This is an optimization exercise on Yosys and OpenROAD, whose aim is small area and a short achievable clock period, not a production implementation.
Only simulation tests tie the RTL to the original design; equivalence was not proved.
The flow treats the clock pin as an ideal source, which a real chip does not have.
No activity file was given, so power comes from the tool's default toggle rates.

==> try-delta <==
==> flow/design.v (excerpt) <==
module alu_top (clk, A, B, sel, Cin, Y, Zero);
	input clk;
	input [31:0] A, B;
	input [3:0] sel;
	input Cin;
	output [31:0] Y;
	output Zero;
	reg [31:0] a_q, b_q;
	reg [3:0]  sel_q;
	reg        cin_q;
	reg [31:0] y_q;
	reg        zero_q;
	wire [31:0] y_d;
	wire        zero_d;
	ALU u_alu (.A(a_q), .B(b_q), .sel(sel_q), .Cin(cin_q), .Y(y_d), .Zero(zero_d));
	always @(posedge clk) begin
		a_q    <= A;
		b_q    <= B;
		sel_q  <= sel;
		cin_q  <= Cin;
		y_q    <= y_d;
		zero_q <= zero_d;
	end
	assign Y    = y_q;
	assign Zero = zero_q;
endmodule
clock: 7.0 ns
lec_check: 0
cap_margin: 20
core_margin: 2
core_utilization: 30
place_density: 0.5
setup_slack_margin: 3.5
slew_margin: 20
standard.sh (not shown) runs the stock make flow with config.mk's settings and CLKGATE_MAP_FILE= SYNTH_SCRIPT=/design/flow/synth_recipe.tcl, a recipe that flattens the netlist after the stock synthesis.
==> flow/flow/run.sh <==
#!/bin/bash
# Standard ORFS flow (the standard.sh) with three hooks:
#  - ports.tcl: port buffers with chosen cells (DONT_BUFFER_PORTS skips ORFS's own call)
#  - skew.tcl: output registers clocked from a delayed clock branch (before CTS)
#  - CTS without latency balancing, so that the branch keeps its delay
set -e
F=$PWD/flow
export FLOW_SKEW_NDLY=${FLOW_SKEW_NDLY:-2}
export FLOW_SKEW_CELL=${FLOW_SKEW_CELL:-sky130_fd_sc_hd__clkdlybuf4s50_1}
export FLOW_INBUF=${FLOW_INBUF:-sky130_fd_sc_hd__buf_1}
export FLOW_OUTBUF=${FLOW_OUTBUF:-sky130_fd_sc_hd__buf_4}
bash standard.sh DONT_BUFFER_PORTS=1 PRE_GLOBAL_PLACE_TCL=$F/ports.tcl PRE_CTS_TCL=$F/skew.tcl \
  "CTS_ARGS=-sink_clustering_enable -repair_clock_nets -no_insertion_delay" finish > standard.log 2>&1
==> flow/flow/ports.tcl <==
# Buffer every input and output port, as the standard flow does, with smaller cells.
buffer_ports -inputs -buffer_cell $::env(FLOW_INBUF)
buffer_ports -outputs -buffer_cell $::env(FLOW_OUTBUF)
==> flow/flow/skew.tcl <==
# Useful skew for the register-to-register paths: the output registers (y_q*, zero_q)
# take their clock from a delayed copy of the clock, so the ALU paths from the input
# registers get more time. Runs before CTS; CTS then builds a tree on each clock net.
proc my_insert_skew {ndly dlycell} {
  set block [ord::get_db_block]
  set clknet [$block findNet clk]
  set ys {}
  set sx 0; set sy 0
  foreach inst [$block getInsts] {
    set n [$inst getName]
    if {[string match "y_q*" $n] || [string match "zero_q*" $n]} {
      lappend ys $inst
      set loc [$inst getLocation]
      set sx [expr {$sx + [lindex $loc 0]}]; set sy [expr {$sy + [lindex $loc 1]}]
    }
  }
  set cx [expr {int($sx / [llength $ys])}]; set cy [expr {int($sy / [llength $ys])}]
  set master [[ord::get_db] findMaster $dlycell]
  set prev $clknet
  for {set i 0} {$i < $ndly} {incr i} {
    set inst [odb::dbInst_create $block $master "skewdly_$i"]
    $inst setLocation $cx $cy
    $inst setPlacementStatus PLACED
    set out [odb::dbNet_create $block "clk_skew_$i"]
    $out setSigType CLOCK
    [$inst findITerm A] connect $prev
    [$inst findITerm X] connect $out
    set prev $out
  }
  foreach inst $ys {
    set it [$inst findITerm CLK]
    $it disconnect
    $it connect $prev
  }
  puts "my_insert_skew: [llength $ys] registers behind $ndly x $dlycell at $cx $cy"
}
my_insert_skew $::env(FLOW_SKEW_NDLY) $::env(FLOW_SKEW_CELL)
==> try-umber: changes against try-delta <==
==> flow/flow/run.sh (replaced) <==
#!/bin/bash
# Standard ORFS flow (the standard.sh) with three hooks:
#  - ports.tcl: port buffers with chosen cells (DONT_BUFFER_PORTS skips ORFS's own call)
#  - skew.tcl: output registers clocked from a delayed clock branch (before CTS)
#  - CTS without latency balancing, so that the branch keeps its delay
set -e
F=$PWD/flow
export FLOW_SKEW_CELLS=${FLOW_SKEW_CELLS:-"sky130_fd_sc_hd__clkdlybuf4s50_1 sky130_fd_sc_hd__clkdlybuf4s50_1 sky130_fd_sc_hd__clkdlybuf4s25_1"}
export FLOW_INBUF=${FLOW_INBUF:-sky130_fd_sc_hd__buf_1}
export FLOW_OUTBUF=${FLOW_OUTBUF:-sky130_fd_sc_hd__buf_4}
bash standard.sh RECOVER_POWER=100 DONT_BUFFER_PORTS=1 PRE_GLOBAL_PLACE_TCL=$F/ports.tcl PRE_CTS_TCL=$F/skew.tcl \
  "CTS_ARGS=-sink_clustering_enable -repair_clock_nets -no_insertion_delay" finish > standard.log 2>&1
==> flow/flow/skew.tcl (replaced) <==
# Useful skew for the register-to-register paths: the output registers (y_q*, zero_q)
# take their clock from a delayed copy of the clock, so the ALU paths from the input
# registers get more time. Runs before CTS; CTS then builds a tree on each clock net.
proc my_insert_skew {cells} {
  set block [ord::get_db_block]
  set clknet [$block findNet clk]
  set ys {}
  set sx 0; set sy 0
  foreach inst [$block getInsts] {
    set n [$inst getName]
    if {[string match "y_q*" $n] || [string match "zero_q*" $n]} {
      lappend ys $inst
      set loc [$inst getLocation]
      set sx [expr {$sx + [lindex $loc 0]}]; set sy [expr {$sy + [lindex $loc 1]}]
    }
  }
  set cx [expr {int($sx / [llength $ys])}]; set cy [expr {int($sy / [llength $ys])}]
  set prev $clknet
  set i 0
  foreach dlycell $cells {
    set master [[ord::get_db] findMaster $dlycell]
    set inst [odb::dbInst_create $block $master "skewdly_$i"]
    $inst setLocation $cx $cy
    $inst setPlacementStatus PLACED
    set out [odb::dbNet_create $block "clk_skew_$i"]
    $out setSigType CLOCK
    [$inst findITerm A] connect $prev
    [$inst findITerm X] connect $out
    set prev $out
    incr i
  }
  foreach inst $ys {
    set it [$inst findITerm CLK]
    $it disconnect
    $it connect $prev
  }
  puts "my_insert_skew: [llength $ys] registers behind $cells at $cx $cy"
}
my_insert_skew $::env(FLOW_SKEW_CELLS)
--- a/flow/config.mk
+++ b/flow/config.mk
@@ -9,5 +9,5 @@
 export CORE_MARGIN = 2
 export CORE_UTILIZATION = 30
 export PLACE_DENSITY = 0.5
-export SETUP_SLACK_MARGIN = 3.5
+export SETUP_SLACK_MARGIN = 3.0
 export SLEW_MARGIN = 20
==> try-garnet: changes against try-delta <==
==> flow/flow/run.sh (replaced) <==
#!/bin/bash
# Standard ORFS flow (the standard.sh) with three hooks:
#  - ports.tcl: port buffers with chosen cells (DONT_BUFFER_PORTS skips ORFS's own call)
#  - skew.tcl: output registers clocked from taps of a delayed clock branch (before CTS)
#  - CTS without latency balancing, so that the branch keeps its delay
# standard.sh writes the full ORFS logs under orfs/logs; its console output goes to standard.log.
set -e
F=$PWD/flow
source $F/params.sh
bash standard.sh DONT_BUFFER_PORTS=1 PRE_GLOBAL_PLACE_TCL=$F/ports.tcl PRE_CTS_TCL=$F/skew.tcl \
  "CTS_ARGS=-sink_clustering_enable -repair_clock_nets -no_insertion_delay" finish > standard.log 2>&1
==> flow/flow/params.sh (new file) <==
export FLOW_SKEW_CELLS="sky130_fd_sc_hd__clkdlybuf4s50_1 sky130_fd_sc_hd__clkdlybuf4s50_1 sky130_fd_sc_hd__clkdlybuf4s25_1"
export FLOW_SKEW_GROUPS='{^zero_q 1} {{^y_q\\?\[([0-9]|1[01])\\?\]} 2} {^y_q 3}'
export FLOW_INBUF=sky130_fd_sc_hd__buf_1
export FLOW_OUTBUF=sky130_fd_sc_hd__buf_4
==> flow/flow/skew.tcl (replaced) <==
proc my_insert_skew {cells groups} {
  set block [ord::get_db_block]
  set clknet [$block findNet clk]
  set members [dict create]
  foreach inst [$block getInsts] {
    set n [$inst getName]
    foreach g $groups {
      lassign $g re tap
      if {[regexp $re $n]} {
        if {$tap > 0} { dict lappend members $tap $inst }
        break
      }
    }
  }
  # place the chain at the centroid of all moved registers
  set sx 0; set sy 0; set cnt 0
  dict for {tap insts} $members {
    foreach inst $insts {
      set loc [$inst getLocation]
      set sx [expr {$sx + [lindex $loc 0]}]; set sy [expr {$sy + [lindex $loc 1]}]; incr cnt
    }
  }
  set cx [expr {int($sx / $cnt)}]; set cy [expr {int($sy / $cnt)}]
  set taps [list $clknet]
  set prev $clknet
  set i 0
  foreach dlycell $cells {
    set master [[ord::get_db] findMaster $dlycell]
    set inst [odb::dbInst_create $block $master "skewdly_$i"]
    $inst setLocation $cx $cy
    $inst setPlacementStatus PLACED
    set out [odb::dbNet_create $block "clk_skew_$i"]
    $out setSigType CLOCK
    [$inst findITerm A] connect $prev
    [$inst findITerm X] connect $out
    set prev $out
    lappend taps $out
    incr i
  }
  dict for {tap insts} $members {
    set net [lindex $taps $tap]
    foreach inst $insts {
      set it [$inst findITerm CLK]
      $it disconnect
      $it connect $net
    }
    puts "my_insert_skew: [llength $insts] registers on tap $tap ([$net getName])"
  }
}
my_insert_skew $::env(FLOW_SKEW_CELLS) $::env(FLOW_SKEW_GROUPS)
==> run notes <==
Status: try-umber complete, but fails checks; try-garnet complete, but fails checks; try-delta finished clean
Layout check failures: try-umber negative hold slack; try-garnet negative hold slack; try-delta -
Sequential power: try-umber 736 µW; try-garnet 750 µW; try-delta 762 µW
Final non-filler cell total: try-umber 2334; try-garnet 2468; try-delta 2308
Final count of hold timing violations: try-umber 2; try-garnet 18; try-delta 0
Power per standard cell area: try-umber 432 nW/µm²; try-garnet 408 nW/µm²; try-delta 473 nW/µm²
Startpoint of the most critical hold path: try-umber b_q[12]$_DFF_P_; try-garnet b_q[5]$_DFF_P_; try-delta a_q[16]$_DFF_P_
Number of multi-input combinational cells in the layout: try-umber 1212; try-garnet 1213; try-delta 1213
Final routed wirelength across all metal layers: try-umber 55500 µm; try-garnet 62700 µm; try-delta 56500 µm
Pwr Total: try-umber 7630 µW; try-garnet 7840 µW; try-delta 8510 µW
Most common cell after layout, fill and taps aside: try-umber nor2_1; try-garnet dlygate4sd3_1; try-delta nor2_1
Area taken by flip-flops and latches: try-umber 2110 µm²; try-garnet 2150 µm²; try-delta 2200 µm²
Instance area after placement: try-umber 14800 µm²; try-garnet 15000 µm²; try-delta 15000 µm²
Clk Latency, worst-skew pair: try-umber 2050 ps; try-garnet 2910 ps; try-delta 1770 ps
DRT met1 WL: try-umber 23200 µm; try-garnet 24400 µm; try-delta 23300 µm
Post-CTS clock slew at the launch and capture registers of the worst setup and hold paths: try-umber 80 ps; try-garnet 100 ps; try-delta 70 ps

-- afterwards: timing with drivers on the ports --
No port has a modelled driver above. Below, the same layouts with a new extraction and two added sets of constraints.
Step 1 (the two cells are an assumption about what drives the block):
set clk [get_ports {clk}]
set_driving_cell -lib_cell sky130_fd_sc_hd__clkbuf_16 $clk
set_driving_cell -lib_cell sky130_fd_sc_hd__buf_2 [delete_from_list [all_inputs] $clk]
Step 2, shift: input delay + t, output delay - t, t = (earliest + latest rising clock arrival at the registers) / 2. This alone moves slack from input paths to output paths.
a / b / c = ideal ports / drivers / drivers and shift; a / b = the first two.
| run | t, ns | setup WS [ns] | worst hold slack (ns) | worst setup path at the end | clock arrival spread, ns | worst data-port slew with drivers (ns) |
|---|---|---|---|---|---|---|
| try-delta | 1.123 | 2.887 / 2.887 / 2.887 | 0.032 / 0.032 / 0.032 | register to register | 1.386 / 1.386 | 0.09 |
| try-umber | 1.263 | 1.916 / 1.916 / 1.916 | -0.042 / -0.042 / -0.042 | register to register | 1.671 / 1.672 | 0.12 |
| try-garnet | 1.692 | 2.298 / 2.250 / 2.406 | -0.356 / -0.356 / -0.356 | register to register | 2.527 / 2.527 | 0.09 |
Clock arrivals are far apart in every run listed, so t is only a midpoint there and step 2 fits no single register.
